What follows belongs to an exercise in optimizing a design on an open flow for small area and a short achievable clock period; a production flow would make more cautious choices. No functional check of the RTL was part of any run shown here. No activity file was given, so power comes from the tool's default toggle rates.

--- flow/design.v ---
module PE (
    input  [7:0]  ifm_in,
    input  [7:0]  w_in,
    input         clk,
    input         rst_n,
    input         done,
    output [7:0]  ifm_pass,
    output [7:0]  w_pass,
    output [31:0] psum_out
);
    reg [7:0]  ifm_pass_r;
    reg [7:0]  w_pass_r;
    assign ifm_pass = ifm_pass_r;
    assign w_pass = w_pass_r;
    wire pp0_0 = w_in[0] & ifm_in[0];
    wire pp0_1 = w_in[0] & ifm_in[1];
    wire pp0_2 = w_in[0] & ifm_in[2];
    wire pp0_3 = w_in[0] & ifm_in[3];
    wire pp0_4 = w_in[0] & ifm_in[4];
    wire pp0_5 = w_in[0] & ifm_in[5];
    wire pp0_6 = w_in[0] & ifm_in[6];
    wire pp0_7 = w_in[0] & ifm_in[7];
    wire pp1_0 = w_in[1] & ifm_in[0];
    wire pp1_1 = w_in[1] & ifm_in[1];
    wire pp1_2 = w_in[1] & ifm_in[2];
    wire pp1_3 = w_in[1] & ifm_in[3];
    wire pp1_4 = w_in[1] & ifm_in[4];
    wire pp1_5 = w_in[1] & ifm_in[5];
    wire pp1_6 = w_in[1] & ifm_in[6];
    wire pp1_7 = w_in[1] & ifm_in[7];
    wire pp2_0 = w_in[2] & ifm_in[0];
    wire pp2_1 = w_in[2] & ifm_in[1];
    wire pp2_2 = w_in[2] & ifm_in[2];
    wire pp2_3 = w_in[2] & ifm_in[3];
    wire pp2_4 = w_in[2] & ifm_in[4];
    wire pp2_5 = w_in[2] & ifm_in[5];
    wire pp2_6 = w_in[2] & ifm_in[6];
    wire pp2_7 = w_in[2] & ifm_in[7];
    wire pp3_0 = w_in[3] & ifm_in[0];
    wire pp3_1 = w_in[3] & ifm_in[1];
    wire pp3_2 = w_in[3] & ifm_in[2];
    wire pp3_3 = w_in[3] & ifm_in[3];
    wire pp3_4 = w_in[3] & ifm_in[4];
    wire pp3_5 = w_in[3] & ifm_in[5];
    wire pp3_6 = w_in[3] & ifm_in[6];
    wire pp3_7 = w_in[3] & ifm_in[7];
    wire pp4_0 = w_in[4] & ifm_in[0];
    wire pp4_1 = w_in[4] & ifm_in[1];
    wire pp4_2 = w_in[4] & ifm_in[2];
    wire pp4_3 = w_in[4] & ifm_in[3];
    wire pp4_4 = w_in[4] & ifm_in[4];
    wire pp4_5 = w_in[4] & ifm_in[5];
    wire pp4_6 = w_in[4] & ifm_in[6];
    wire pp4_7 = w_in[4] & ifm_in[7];
    wire pp5_0 = w_in[5] & ifm_in[0];
    wire pp5_1 = w_in[5] & ifm_in[1];
    wire pp5_2 = w_in[5] & ifm_in[2];
    wire pp5_3 = w_in[5] & ifm_in[3];
    wire pp5_4 = w_in[5] & ifm_in[4];
    wire pp5_5 = w_in[5] & ifm_in[5];
    wire pp5_6 = w_in[5] & ifm_in[6];
    wire pp5_7 = w_in[5] & ifm_in[7];
    wire pp6_0 = w_in[6] & ifm_in[0];
    wire pp6_1 = w_in[6] & ifm_in[1];
    wire pp6_2 = w_in[6] & ifm_in[2];
    wire pp6_3 = w_in[6] & ifm_in[3];
    wire pp6_4 = w_in[6] & ifm_in[4];
    wire pp6_5 = w_in[6] & ifm_in[5];
    wire pp6_6 = w_in[6] & ifm_in[6];
    wire pp6_7 = w_in[6] & ifm_in[7];
    wire pp7_0 = w_in[7] & ifm_in[0];
    wire pp7_1 = w_in[7] & ifm_in[1];
    wire pp7_2 = w_in[7] & ifm_in[2];
    wire pp7_3 = w_in[7] & ifm_in[3];
    wire pp7_4 = w_in[7] & ifm_in[4];
    wire pp7_5 = w_in[7] & ifm_in[5];
    wire pp7_6 = w_in[7] & ifm_in[6];
    wire pp7_7 = w_in[7] & ifm_in[7];
    reg [15:0] lo_a;    
    reg [8:0] lo_b;    
    reg        lo_c;
    reg [15:0] hi;
    wire [15:0] ra = {lo_a[15], lo_a[14], lo_a[13], lo_a[12], lo_a[11], lo_a[10], lo_a[9], lo_a[8], lo_a[7], lo_a[6], lo_a[5], lo_a[4], lo_a[3], lo_a[2], lo_a[1], lo_a[0]};
    wire [15:0] rb = {1'b0, lo_b[8], lo_b[7], 1'b0, lo_b[6], lo_b[5], lo_b[4], lo_b[3], lo_b[2], 1'b0, lo_b[1], lo_b[0], 1'b0, 1'b0, 1'b0, 1'b0};
    wire [16:0] lo = {1'b0, ra} + {1'b0, rb};
    wire [15:0] hi_inc = hi + 16'd1;
    wire [15:0] p_hi = (lo[16] | lo_c) ? hi_inc : hi;
    assign psum_out = {p_hi, lo[15:0]};
    wire [15:0] acc = lo[15:0] & {16{~done}};
    wire [15:0] acc_hi = p_hi & {16{~done}};
    wire hs0 = pp0_0 ^ acc[0];
    wire hc0 = pp0_0 & acc[0];
    wire ts0 = pp0_1 ^ pp1_0 ^ acc[1];
    wire tc0 = (pp0_1 & pp1_0) | (pp0_1 & acc[1]) | (pp1_0 & acc[1]);
    wire hs1 = hc0 ^ ts0;
    wire hc1 = hc0 & ts0;
    wire ts1 = pp0_2 ^ pp1_1 ^ pp2_0;
    wire tc1 = (pp0_2 & pp1_1) | (pp0_2 & pp2_0) | (pp1_1 & pp2_0);
    wire ts2 = ts1 ^ acc[2] ^ tc0;
    wire tc2 = (ts1 & acc[2]) | (ts1 & tc0) | (acc[2] & tc0);
    wire hs2 = hc1 ^ ts2;
    wire hc2 = hc1 & ts2;
    wire ts3 = pp0_3 ^ pp1_2 ^ pp2_1;
    wire tc3 = (pp0_3 & pp1_2) | (pp0_3 & pp2_1) | (pp1_2 & pp2_1);
    wire ts4 = pp3_0 ^ tc1 ^ ts3;
    wire tc4 = (pp3_0 & tc1) | (pp3_0 & ts3) | (tc1 & ts3);
    wire ts5 = acc[3] ^ ts4 ^ tc2;
    wire tc5 = (acc[3] & ts4) | (acc[3] & tc2) | (ts4 & tc2);
    wire hs3 = hc2 ^ ts5;
    wire hc3 = hc2 & ts5;
    wire ts6 = pp0_4 ^ pp1_3 ^ pp2_2;
    wire tc6 = (pp0_4 & pp1_3) | (pp0_4 & pp2_2) | (pp1_3 & pp2_2);
    wire ts7 = pp3_1 ^ pp4_0 ^ tc3;
    wire tc7 = (pp3_1 & pp4_0) | (pp3_1 & tc3) | (pp4_0 & tc3);
    wire ts8 = ts6 ^ acc[4] ^ tc4;
    wire tc8 = (ts6 & acc[4]) | (ts6 & tc4) | (acc[4] & tc4);
    wire ts9 = ts7 ^ ts8 ^ tc5;
    wire tc9 = (ts7 & ts8) | (ts7 & tc5) | (ts8 & tc5);
    wire ts10 = pp0_5 ^ pp1_4 ^ pp2_3;
    wire tc10 = (pp0_5 & pp1_4) | (pp0_5 & pp2_3) | (pp1_4 & pp2_3);
    wire ts11 = pp3_2 ^ pp4_1 ^ pp5_0;
    wire tc11 = (pp3_2 & pp4_1) | (pp3_2 & pp5_0) | (pp4_1 & pp5_0);
    wire ts12 = tc6 ^ ts10 ^ ts11;
    wire tc12 = (tc6 & ts10) | (tc6 & ts11) | (ts10 & ts11);
    wire ts13 = acc[5] ^ tc7 ^ ts12;
    wire tc13 = (acc[5] & tc7) | (acc[5] & ts12) | (tc7 & ts12);
    wire hs4 = tc8 ^ ts13;
    wire hc4 = tc8 & ts13;
    wire ts14 = pp0_6 ^ pp1_5 ^ pp2_4;
    wire tc14 = (pp0_6 & pp1_5) | (pp0_6 & pp2_4) | (pp1_5 & pp2_4);
    wire ts15 = pp3_3 ^ pp4_2 ^ pp5_1;
    wire tc15 = (pp3_3 & pp4_2) | (pp3_3 & pp5_1) | (pp4_2 & pp5_1);
    wire ts16 = pp6_0 ^ tc10 ^ tc11;
    wire tc16 = (pp6_0 & tc10) | (pp6_0 & tc11) | (tc10 & tc11);
    wire ts17 = ts14 ^ ts15 ^ acc[6];
    wire tc17 = (ts14 & ts15) | (ts14 & acc[6]) | (ts15 & acc[6]);
    wire ts18 = tc12 ^ ts16 ^ ts17;
    wire tc18 = (tc12 & ts16) | (tc12 & ts17) | (ts16 & ts17);
    wire ts19 = tc13 ^ ts18 ^ hc4;
    wire tc19 = (tc13 & ts18) | (tc13 & hc4) | (ts18 & hc4);
    wire ts20 = pp0_7 ^ pp1_6 ^ pp2_5;
    wire tc20 = (pp0_7 & pp1_6) | (pp0_7 & pp2_5) | (pp1_6 & pp2_5);
    wire ts21 = pp3_4 ^ pp4_3 ^ pp5_2;
    wire tc21 = (pp3_4 & pp4_3) | (pp3_4 & pp5_2) | (pp4_3 & pp5_2);
    wire ts22 = pp6_1 ^ pp7_0 ^ tc14;
    wire tc22 = (pp6_1 & pp7_0) | (pp6_1 & tc14) | (pp7_0 & tc14);
    wire ts23 = tc15 ^ ts20 ^ ts21;
    wire tc23 = (tc15 & ts20) | (tc15 & ts21) | (ts20 & ts21);
    wire ts24 = acc[7] ^ tc16 ^ ts22;
    wire tc24 = (acc[7] & tc16) | (acc[7] & ts22) | (tc16 & ts22);
    wire ts25 = tc17 ^ ts23 ^ ts24;
    wire tc25 = (tc17 & ts23) | (tc17 & ts24) | (ts23 & ts24);
    wire hs5 = tc18 ^ ts25;
    wire hc5 = tc18 & ts25;
    wire ts26 = pp1_7 ^ pp2_6 ^ pp3_5;
    wire tc26 = (pp1_7 & pp2_6) | (pp1_7 & pp3_5) | (pp2_6 & pp3_5);
    wire ts27 = pp4_4 ^ pp5_3 ^ pp6_2;
    wire tc27 = (pp4_4 & pp5_3) | (pp4_4 & pp6_2) | (pp5_3 & pp6_2);
    wire ts28 = pp7_1 ^ tc20 ^ tc21;
    wire tc28 = (pp7_1 & tc20) | (pp7_1 & tc21) | (tc20 & tc21);
    wire ts29 = ts26 ^ ts27 ^ acc[8];
    wire tc29 = (ts26 & ts27) | (ts26 & acc[8]) | (ts27 & acc[8]);
    wire ts30 = tc22 ^ tc23 ^ ts28;
    wire tc30 = (tc22 & tc23) | (tc22 & ts28) | (tc23 & ts28);
    wire ts31 = ts29 ^ tc24 ^ ts30;
    wire tc31 = (ts29 & tc24) | (ts29 & ts30) | (tc24 & ts30);
    wire hs6 = tc25 ^ ts31;
    wire hc6 = tc25 & ts31;
    wire ts32 = pp2_7 ^ pp3_6 ^ pp4_5;
    wire tc32 = (pp2_7 & pp3_6) | (pp2_7 & pp4_5) | (pp3_6 & pp4_5);
    wire ts33 = pp5_4 ^ pp6_3 ^ pp7_2;
    wire tc33 = (pp5_4 & pp6_3) | (pp5_4 & pp7_2) | (pp6_3 & pp7_2);
    wire ts34 = tc26 ^ tc27 ^ ts32;
    wire tc34 = (tc26 & tc27) | (tc26 & ts32) | (tc27 & ts32);
    wire ts35 = ts33 ^ acc[9] ^ tc28;
    wire tc35 = (ts33 & acc[9]) | (ts33 & tc28) | (acc[9] & tc28);
    wire ts36 = tc29 ^ ts34 ^ tc30;
    wire tc36 = (tc29 & ts34) | (tc29 & tc30) | (ts34 & tc30);
    wire ts37 = ts35 ^ ts36 ^ tc31;
    wire tc37 = (ts35 & ts36) | (ts35 & tc31) | (ts36 & tc31);
    wire ts38 = pp3_7 ^ pp4_6 ^ pp5_5;
    wire tc38 = (pp3_7 & pp4_6) | (pp3_7 & pp5_5) | (pp4_6 & pp5_5);
    wire ts39 = pp6_4 ^ pp7_3 ^ tc32;
    wire tc39 = (pp6_4 & pp7_3) | (pp6_4 & tc32) | (pp7_3 & tc32);
    wire ts40 = tc33 ^ ts38 ^ acc[10];
    wire tc40 = (tc33 & ts38) | (tc33 & acc[10]) | (ts38 & acc[10]);
    wire ts41 = tc34 ^ ts39 ^ ts40;
    wire tc41 = (tc34 & ts39) | (tc34 & ts40) | (ts39 & ts40);
    wire ts42 = tc35 ^ ts41 ^ tc36;
    wire tc42 = (tc35 & ts41) | (tc35 & tc36) | (ts41 & tc36);
    wire ts43 = pp4_7 ^ pp5_6 ^ pp6_5;
    wire tc43 = (pp4_7 & pp5_6) | (pp4_7 & pp6_5) | (pp5_6 & pp6_5);
    wire ts44 = pp7_4 ^ tc38 ^ ts43;
    wire tc44 = (pp7_4 & tc38) | (pp7_4 & ts43) | (tc38 & ts43);
    wire ts45 = acc[11] ^ tc39 ^ tc40;
    wire tc45 = (acc[11] & tc39) | (acc[11] & tc40) | (tc39 & tc40);
    wire ts46 = ts44 ^ tc41 ^ ts45;
    wire tc46 = (ts44 & tc41) | (ts44 & ts45) | (tc41 & ts45);
    wire ts47 = pp5_7 ^ pp6_6 ^ pp7_5;
    wire tc47 = (pp5_7 & pp6_6) | (pp5_7 & pp7_5) | (pp6_6 & pp7_5);
    wire ts48 = tc43 ^ ts47 ^ acc[12];
    wire tc48 = (tc43 & ts47) | (tc43 & acc[12]) | (ts47 & acc[12]);
    wire ts49 = tc44 ^ ts48 ^ tc45;
    wire tc49 = (tc44 & ts48) | (tc44 & tc45) | (ts48 & tc45);
    wire hs7 = tc46 ^ ts49;
    wire hc7 = tc46 & ts49;
    wire ts50 = pp6_7 ^ pp7_6 ^ tc47;
    wire tc50 = (pp6_7 & pp7_6) | (pp6_7 & tc47) | (pp7_6 & tc47);
    wire ts51 = acc[13] ^ ts50 ^ tc48;
    wire tc51 = (acc[13] & ts50) | (acc[13] & tc48) | (ts50 & tc48);
    wire hs8 = ts51 ^ tc49;
    wire hc8 = ts51 & tc49;
    wire ts52 = pp7_7 ^ acc[14] ^ tc50;
    wire tc52 = (pp7_7 & acc[14]) | (pp7_7 & tc50) | (acc[14] & tc50);
    wire hs9 = ts52 ^ tc51;
    wire hc9 = ts52 & tc51;
    wire ts53 = acc[15] ^ tc52 ^ hc9;
    wire tc53 = (acc[15] & tc52) | (acc[15] & hc9) | (tc52 & hc9);
    always @(posedge clk or negedge rst_n) begin
        if (!rst_n) begin
            ifm_pass_r <= 8'd0;
            w_pass_r <= 8'd0;
            lo_a <= 0;
            lo_b <= 0;
            lo_c <= 1'b0;
            hi <= 16'd0;
        end else begin
            ifm_pass_r <= ifm_in;
            w_pass_r <= w_in;
            lo_a <= {ts53, hs9, hc7, hs7, ts46, tc37, hc6, hc5, tc19, ts19, hs4, hc3, hs3, hs2, hs1, hs0};
            lo_b <= {hc8, hs8, tc42, ts42, ts37, hs6, hs5, tc9, ts9};
            lo_c <= tc53;
            hi <= acc_hi;
        end
    end
endmodule
module PE_Array #(
    parameter DATA_WIDTH = 8,
    parameter ARRAY_SIZE = 4,
    parameter DIAG_NUM = 2 * ARRAY_SIZE - 1,
    parameter SUM_WIDTH = 32
)(
    input [ARRAY_SIZE*DATA_WIDTH-1:0] ifm_in,
    input [ARRAY_SIZE*DATA_WIDTH-1:0] w_in,
    input clk,
    input rst_n,
    input [DIAG_NUM-1:0] done,
    output [ARRAY_SIZE*DATA_WIDTH-1:0] ifm_pass,
    output [ARRAY_SIZE*DATA_WIDTH-1:0] w_pass,
    output [ARRAY_SIZE*ARRAY_SIZE*SUM_WIDTH-1:0] psum_out
);
    wire [DATA_WIDTH-1:0] ifm_wire [0:ARRAY_SIZE-1][0:ARRAY_SIZE];
    wire [DATA_WIDTH-1:0] w_wire [0:ARRAY_SIZE][0:ARRAY_SIZE-1];
    generate
        for(genvar i=0; i<ARRAY_SIZE; i=i+1) begin : input_connections
            assign ifm_wire[i][0] = ifm_in[DATA_WIDTH*i +: DATA_WIDTH];
            assign w_wire[0][i] = w_in[DATA_WIDTH*i +: DATA_WIDTH];
        end
    endgenerate
    generate
        for(genvar i=0; i<ARRAY_SIZE; i=i+1) begin : output_connections
            assign ifm_pass[DATA_WIDTH*i +: DATA_WIDTH] = ifm_wire[i][ARRAY_SIZE];
            assign w_pass[DATA_WIDTH*i +: DATA_WIDTH] = w_wire[ARRAY_SIZE][i];
        end
    endgenerate
    generate
        for(genvar i=0;i<ARRAY_SIZE;i=i+1) begin : row_gen
            for(genvar j=0;j<ARRAY_SIZE;j=j+1) begin : col_gen
                PE Processing_Element(
                .ifm_in(ifm_wire[i][j]),
                .w_in(w_wire[i][j]),
                .clk(clk),
                .rst_n(rst_n),
                .done(done[i+j]),
                .ifm_pass(ifm_wire[i][j+1]),
                .w_pass(w_wire[i+1][j]),
                .psum_out(psum_out[SUM_WIDTH*(i*ARRAY_SIZE+j) +: SUM_WIDTH])
                );
            end
        end
    endgenerate
endmodule
--- flow/flow/run.sh ---
#!/bin/bash
# Own layout flow: the standard synthesis unchanged, then the standard
# ORFS layout with the port buffers made from the smallest plain buffer
# (buffer_ports would otherwise pick the 10 um2 clkdlybuf4s50_1 delay cell).
set -euo pipefail
bash standard.sh synth > synth.log 2>&1
bash standard.sh "BUFFER_PORTS_ARGS=-buffer_cell sky130_fd_sc_hd__buf_1" finish > layout.log 2>&1
--- flow/standard.sh ---
#!/bin/bash
# synth_recipe.tcl (not shown) runs the flow's synth.tcl, then flattens the netlist and writes it again
# the make line also repeats each setting of config.mk as NAME=value (left out here)
make -C /OpenROAD-flow-scripts/flow DESIGN_CONFIG=/design/flow/config.mk WORK_HOME=/design/flow/orfs CLKGATE_MAP_FILE= SYNTH_SCRIPT=/design/flow/synth_recipe.tcl "${@:-finish}"
--- flow/config.mk ---
export PLATFORM = sky130hd
export DESIGN_NAME = PE_Array
export DESIGN_NICKNAME = PE_Array
export VERILOG_FILES = /design/flow/design.v
export SDC_FILE = /design/flow/constraint.sdc
export NUM_CORES = 4
export LEC_CHECK = 0
export CAP_MARGIN = 20
export CORE_MARGIN = 2
export CORE_UTILIZATION = 40
export CTS_BUF_LIST = sky130_fd_sc_hd__clkbuf_4 sky130_fd_sc_hd__clkbuf_8
export SETUP_SLACK_MARGIN = 0.2
export SLEW_MARGIN = 20
--- flow/constraint.sdc ---
create_clock -name core_clock -period 7.0 [get_ports {clk}]
set_input_delay 1.4000 -clock core_clock [delete_from_list [all_inputs] [get_ports {clk}]]
set_output_delay 1.4000 -clock core_clock [all_outputs]
set_load 0.01 [all_outputs]
==> flow_summary.ini, run 1 <==
[synthesis]
ys_seq_area_share_pct = 34.1
async_reset_ff_share_pct = 100
syn_nets = 7414
synthCells = 6141
synth-seq-cells = 928
syn-cell-area_mm2 = 0.0680
syn_area_per_cell_um2 = 11.1
ys.warnings.count = 2
ys.flop_type = dfrtp_1
yosysTopAreaCell = dfrtp_1
synth_top_area_share_pct = 34.1
synth.distinct_cells = 91
synth_edf_count = 0
ys_top_cells_by_area = dfrtp_1 (34%), fa_1 (26%), and2_1 (8.6%)

[layout]
fill_cells = 15900
final-instance-count-excl-fill = 9236
multi_input_area_mm2 = 0.0409
drive_gt1_share_pct = 6.96
syn_to_final_growth_pct = 13.0
seqCellArea_mm2 = 0.0232
post-route-util_pct = 45.5
final_net_count = 8137

[timing]
fmax_ghz = 0.184
finalCriticalPeriod_ns = 5.44
fin_tns_setup_ns = 0
setup_viol = 0
hold_viol = 0
finalCritPeriodShare_pct = 77.7
worst_slew_pin_slew_ns = 1.18
slew_headroom_pct = 21.6
skew_ns = 0.0520
rsz0062_at_grt = false
slew_viol_final = 0

[floorplan]
die_h_um = 416
die_area_mm2 = 0.173
core-area_mm2 = 0.169
num_rows = 151
die_x_um = 416
initial_core_util_pct = 40.2
pin_count = 649

[routing]
drc_errors = 0
drt-vias-per-instance = 4.96
ant_nets = 0
drtIter0Drc = 2229
route.vias.total = 45800
wl_mm = 182
dr.pass1.iters = 5
wl_per_cell_um = 19.7

[cts]
cts_setup_buffers = 0
cts_made_buffers = 178
clk_pin_slew_worst_paths_ns = 0.06
holdBufCountCts = 0
cts_resized = 0
clk_latency_ns = 0.94
cts_tree = built
clock_sinks = 928
htree_levels = 4
cts_root_buf = clkbuf_8
cts_max_path_buffers = 3

[setup_path]
crit_type = reg2out
path_max_fanout = 13
worst_ep_required_time_ns = 5.60
crit_path_end_kind = primary output
critPathLaunchType = register
cp.arrival_ns = 4.04

[power_and_ir_drop]
fin_total_pwr_mw = 27.7
comb_power_share_pct = 51.4
intPower_mw = 15.5
power_switching_share_pct = 43.8
leakage_nw = 36.9
clkPwrFrac_pct = 21.8
p_sw_mw = 12.1
vdd_drop_max_mv = 0.322
pwr-share-seq_pct = 26.8
power_density_mw_per_mm2 = 360

[placement]
placedCellCount = 8902
io_buffers = 648
gp_congestion = 0.886
hpwl_mm = 142

[global_routing]
grt_pass1_vias = 49600
gr-total-overflow = 0
grt_pass1_wl_mm = 289
grt_max_degree = 142
antenna_found_initial = 7
grtUsageTotal_pct = 21.6

[job]
drv_cap = 0

[run_status]
status = finished clean

[worst_hold_path]
hp-class = reg2reg
power groups by stage:
stage / clock network (mW) / registers [mW] / logic [mW]
after floorplan: 0 / 7.20 / 9.80
after global placement: 0 / 7.48 / 14.1
after detailed placement: 0 / 7.50 / 14.4
after CTS: 6.25 / 7.42 / 14.5
after global routing: 6.48 / 7.54 / 16.4
final: 6.04 / 7.41 / 14.2
synthesized netlist by cell type (10+ instances only):
cell type  instances
and2_1           937
buf_2             13
and4_1            30
a21oi_1          118
nor2b_1          281
nand2_1          460
nand3_1           92
or4_1             11
o21ai_0           48
dfrtp_1          928
xor2_1           192
ha_1             320
nor3_1            48
a21o_1            43
or2_2             16
nor3b_1           10
nand2b_1          28
o21bai_1          16
nor4b_1           15
xnor2_1          177
and3_1            30
a211oi_1          28
nand4_1           56
mux2_2            52
clkbuf_1          59
nor4_1            25
nor2_1           129
inv_1            819
or3_1             10
buf_4             64
a31oi_1           29
o31ai_1           11
fa_1             880
path summary, 6_finish.rpt:
kind	startpoint	endpoint	slack (ns)	depth (start not counted)
setup / recovery	row_gen[0].col_gen[3].Processing_Element.lo_b[0]	psum_out[124]	1.56	9
hold / removal	register	register	0.54	0
setup reg to reg	row_gen[2].col_gen[1].Processing_Element.lo_b[0]	row_gen[2].col_gen[1].Processing_Element.lo_a[15]	2.92	13
hold reg to reg	register	register	0.54	0
max in group asynchronous	rst_n	async pin	4.97	2
min in group asynchronous	rst_n	row_gen[3].col_gen[2].Processing_Element.hi[7]	0.65	1
critical path, stage by stage, from the launching register on:
cell and delay [ns]:
dfrtp_1 0.36, ha_1 0.22, fa_1 0.42, a31oi_1 0.29
a22oi_2 0.23, a2111oi_4 0.79, nor2_1 0.23, nor3b_1 0.24
xor2_1 0.17, buf_1 0.17
routing by layer:
metal	up-vias	routed length (um)	part of all wire [%]	track usage [%]
li1	20700	-	-	-
met2	1122	91300	50	37.1
met1	23600	73200	40	26.4
met4	4	8390	4.6	9.42
met3	339	9080	5.0	4.04
met5	-	23	0.013	0
area by class of cell:
| type | instances | area share (%) |
|---|---|---|
| multi-input cells | 4253 | 53.3 |
| flip-flops and latches | 928 | 30.2 |
| clock buffers | 290 | 4.75 |
| inverters | 819 | 4.00 |
| repair buffers | 684 | 3.64 |
| well taps | 2218 | 3.61 |
| clock inverters | 37 | 0.501 |
| diodes | 7 | 0.0228 |
cells by family (layout without fill, tap and decap cells):
| group | Yosys count | count (layout) | share of synthesized area (%) |
|---|---|---|---|
| fa+ha+maj | 1200 | 1200 | 31.8 |
| flops | 928 | 928 | 34.1 |
| other cells | 0 | 7 | 0 |
| simple gates | 2226 | 2226 | 18.5 |
| xor+xnor | 369 | 369 | 4.75 |
| compound gates | 399 | 399 | 4.15 |
| mux | 59 | 59 | 0.977 |
| buf+inv | 960 | 1830 | 5.70 |
placed cells by master, fill, tap and decap left out, drive strengths merged, types with 92 or more instances in the layout:
cell type / n
nand2: 460
nand3: 92
nor2b: 281
nor2: 131
xor2: 192
clkbuf: 294
xnor2: 177
a21oi: 121
dfrtp: 928
inv: 820
and2: 938
ha: 320
fa: 880
buf: 680
flip-flops by register name, summed over array words and instances (netlist names):
name                                           cells
row_gen.col_gen.Processing_Element.ifm_pass_r    128
row_gen.col_gen.Processing_Element.lo_b          144
row_gen.col_gen.Processing_Element.w_pass_r      128
row_gen.col_gen.Processing_Element.lo_c           16
row_gen.col_gen.Processing_Element.lo_a          256
row_gen.col_gen.Processing_Element.hi            256
through the flow:
step	hold slack, ns	instance area (um^2)	setup slack, ns
6_report	0.544	76900	1.56
5_1_grt	0.562	76900	1.25
4_1_cts	0.537	76800	1.45
3_5_place_dp	0.541	72800	2.45
3_3_place_gp	0.547	72800	2.32
2_1_floorplan	0.438	68000	2.75
==> inputs of run 2 (changes only) <==
--- a/flow/config.mk
+++ b/flow/config.mk
@@ -10,4 +10,4 @@
 export CORE_UTILIZATION = 40
 export CTS_BUF_LIST = sky130_fd_sc_hd__clkbuf_4 sky130_fd_sc_hd__clkbuf_8
-export SETUP_SLACK_MARGIN = 0.2
+export SETUP_SLACK_MARGIN = 2.5
 export SLEW_MARGIN = 20
==> flow_summary.ini, run 2 <==
[run_status]
status = finished clean

[timing]
slew_headroom_pct = 10.3
skew_ns = 0.0523
timing.hold.ws_ns = 0.547
hold_viol = 0
setup_viol = 0
slew_viol_final = 0
fmax_ghz = 0.202
rsz0062_at_grt = true
finalCriticalPeriod_ns = 4.96
worst_slew_pin_slew_ns = 1.34
fin_tns_setup_ns = 0
finalCritPeriodShare_pct = 70.8

[routing]
route.vias.total = 47900
ant_nets = 0
topRoutingLayerUsed = met5
dr.pass1.iters = 5
m1WireLength_mm = 76.1
wl_mm = 195
drc_errors = 0
wl_per_cell_um = 20.3
drtIter0Drc = 2279
wl_met2_mm = 98.7
drt-vias-per-instance = 4.99
met3_length_mm = 9.36

[setup_path]
worst_path_max_delay_cell = dfrtp_1
r2r-start = row_gen[2].col_gen[1].Processing_Element.lo_b[0]
critPathTopFamily = simple AND/OR/NAND/NOR gates
critPathLaunchType = register
cp.arrival_ns = 3.56
crit_path_end_kind = primary output
crit_start = row_gen[3].col_gen[0].Processing_Element.lo_b[0]
path_max_fanout = 5
r2r-end = row_gen[2].col_gen[1].Processing_Element.lo_a[15]
rr_worst_depth = 14
path_cells = ha_4 > inv_2 > fa_2 > nand4b_1 > a211oi_4 > nor2_4 > buf_4 > a21oi_4 > nand4_1 > xnor2_1 > clkbuf_2
rrSetupSlack_ns = 2.86
endpoint = psum_out[412]
critPathMaxStageDelay_ns = 0.37
worstSetupPathDepth = 11
crit_buf_inv = 3
crit_type = reg2out
worst_ep_required_time_ns = 5.60

[global_routing]
gr-total-overflow = 0
grt_pass1_vias = 52000
grt_max_degree = 142
grt_pass1_wl_mm = 303
antenna_found_initial = 7
grtUsageTotal_pct = 22.6

[floorplan]
die_h_um = 416
die_x_um = 416
initial_core_util_pct = 40.2
num_rows = 151
die_area_mm2 = 0.173
pin_count = 649
core-area_mm2 = 0.169

[synthesis]
synthMuxAreaShare_pct = 0.977
ys.warnings.count = 2
syn_nets = 7414
synth_top_area_share_pct = 34.1
ys_seq_area_share_pct = 34.1
synth_common_cells = and2_1 (937), dfrtp_1 (928), fa_1 (880)
async_reset_ff_share_pct = 100
synth_compound_area_share_pct = 4.15
syn_area_per_cell_um2 = 11.1
synthMostInstantiatedCell = and2_1
synth-seq-cells = 928
ys_top_cells_by_area = dfrtp_1 (34%), fa_1 (26%), and2_1 (8.6%)
synth_top_family_by_area = adder cells
synth-adder-area-share_pct = 31.8
synth_edf_count = 0
yosysTopAreaCell = dfrtp_1
synthXorXnorAreaFrac_pct = 4.75
synth-simple-area-share_pct = 18.5
synth.distinct_cells = 91
synthCells = 6141
ys.flop_type = dfrtp_1
syn-cell-area_mm2 = 0.0680

[layout]
syn_to_final_growth_pct = 24.8
layout_common_cells = and2_1 (933), dfrtp_1 (928), fa_1 (864)
stdcell_area_mm2 = 0.0849
reg.largest.list = row_gen.col_gen.Processing_Element.hi x256, row_gen.col_gen.Processing_Element.lo_a x256, row_gen.col_gen.Processing_Element.lo_b x144
post-route-util_pct = 50.2
final_common_cell = and2_1
final_net_count = 8502
drive_gt1_share_pct = 22.2

[placement]
io_buffers = 648
dpl_cell_area_mm2 = 0.0728
gp_congestion = 0.886
hpwl_mm = 142

[power_and_ir_drop]
vdd_drop_max_mv = 0.324
leakage_nw = 41.8
power_density_mw_per_mm2 = 359
fin_total_pwr_mw = 30.5

[cts]
clock_sinks = 928
cts_made_buffers = 178
clk_pin_slew_worst_paths_ns = 0.06
clk_latency_ns = 0.93
htree_levels = 4
cts_root_buf = clkbuf_8
holdBufCountCts = 0
cts_tree = built
cts_max_path_buffers = 3

[worst_hold_path]
hp-class = reg2reg

[job]
drv_cap = 0
## run 2: power by group
group	switching [mW]	total, mW	internal, mW
sequential	0.862	7.50	6.64
combinational	9.96	16.9	6.98
clock	2.53	6.05	3.52
total	13.4	30.5	17.1
## run 2: worst min-delay path by stage
stage	from	to	cells past startpoint
3_3_place_gp	register	register	0
2_1_floorplan	register	register	0
6_report	register	register	0
3_5_place_dp	register	register	0
4_1_cts	register	register	0
5_1_grt	register	register	0
## run 2: layout make-up
cell class	instances	area [um^2]
diodes	5	12.5
clock buffers	290	3650
clock inverters	37	385
fillers	15000	84200
inverters	819	3070
multi-input cells	4259	45100
flip-flops and latches	928	23200
well taps	2218	2780
repair buffers	1043	6710
## run 2: worst reg2reg max path, cell delays in order (launching register included)
cell and delay [ns]:
dfrtp_1 0.37, ha_2 0.20, inv_2 0.05, fa_2 0.19, and3b_1 0.19, or4_4 0.47, a31o_4 0.26, a21o_1 0.20
xor2_2 0.17, buf_4 0.15, nor2b_1 0.14, fa_1 0.47, fa_1 0.45, ha_1 0.23, fa_1 0.53
## run 2: per-layer routing
metal	track usage, %	vias up
li1	-	21400
met1	27.2	24900
met2	39.0	1183
met3	4.17	386
met4	10.9	4
met5	0	-
## run 2: kinds of logic after synthesis
group | Yosys count
multiplexers | 59
XOR/XNOR | 369
AO/OA/AOI/OAI | 399
buffers and inverters | 960
adder cells (fa/ha/maj) | 1200
flip-flops | 928
AND/OR/NAND/NOR | 2226
## run 2: what timing repair did
action / in CTS / in global routing
cloned: 8 / 0
pin swaps: 377 / 283
resized for setup: 876 / 376
setup buffers: 205 / 151
setup endpoints to repair: 311 / 320
## run 2: stage by stage
stage          std cells  setup WS (ns)
2_1_floorplan       6141           2.75
3_3_place_gp        8901           2.32
3_5_place_dp        8902           2.45
4_1_cts             9442           1.87
5_1_grt             9599           1.88
6_report            9599           2.04

## port drivers added, routing unchanged
How much do the figures lean on ideal ports? The routed layouts below were timed once more, with nothing changed but the port constraints. Step 1 (the two cells are an assumption about what drives the block):
set clk [get_ports {clk}]
set_driving_cell -lib_cell sky130_fd_sc_hd__clkbuf_16 $clk
set_driving_cell -lib_cell sky130_fd_sc_hd__buf_2 [delete_from_list [all_inputs] $clk]
Step 2 moves the port delays by t, midway between the first and last clock arrival at a register: inputs arrive t later, outputs are due t later. That takes back most of the time a late clock gives input paths. a / b / c = ideal ports / drivers / drivers and shift; a / b = the first two.
run	shift t [ns]	setup slack, ns	hold slack, ns	worst register clock-pin slew, ns
run 1	0.986	1.564 / 1.487 / 2.417	0.544 / 0.544 / 0.544	0.07 / 0.07
run 2	0.984	2.043 / 1.963 / 2.407	0.547 / 0.547 / 0.547	0.07 / 0.07
After both steps setup and hold are still met in every run listed.
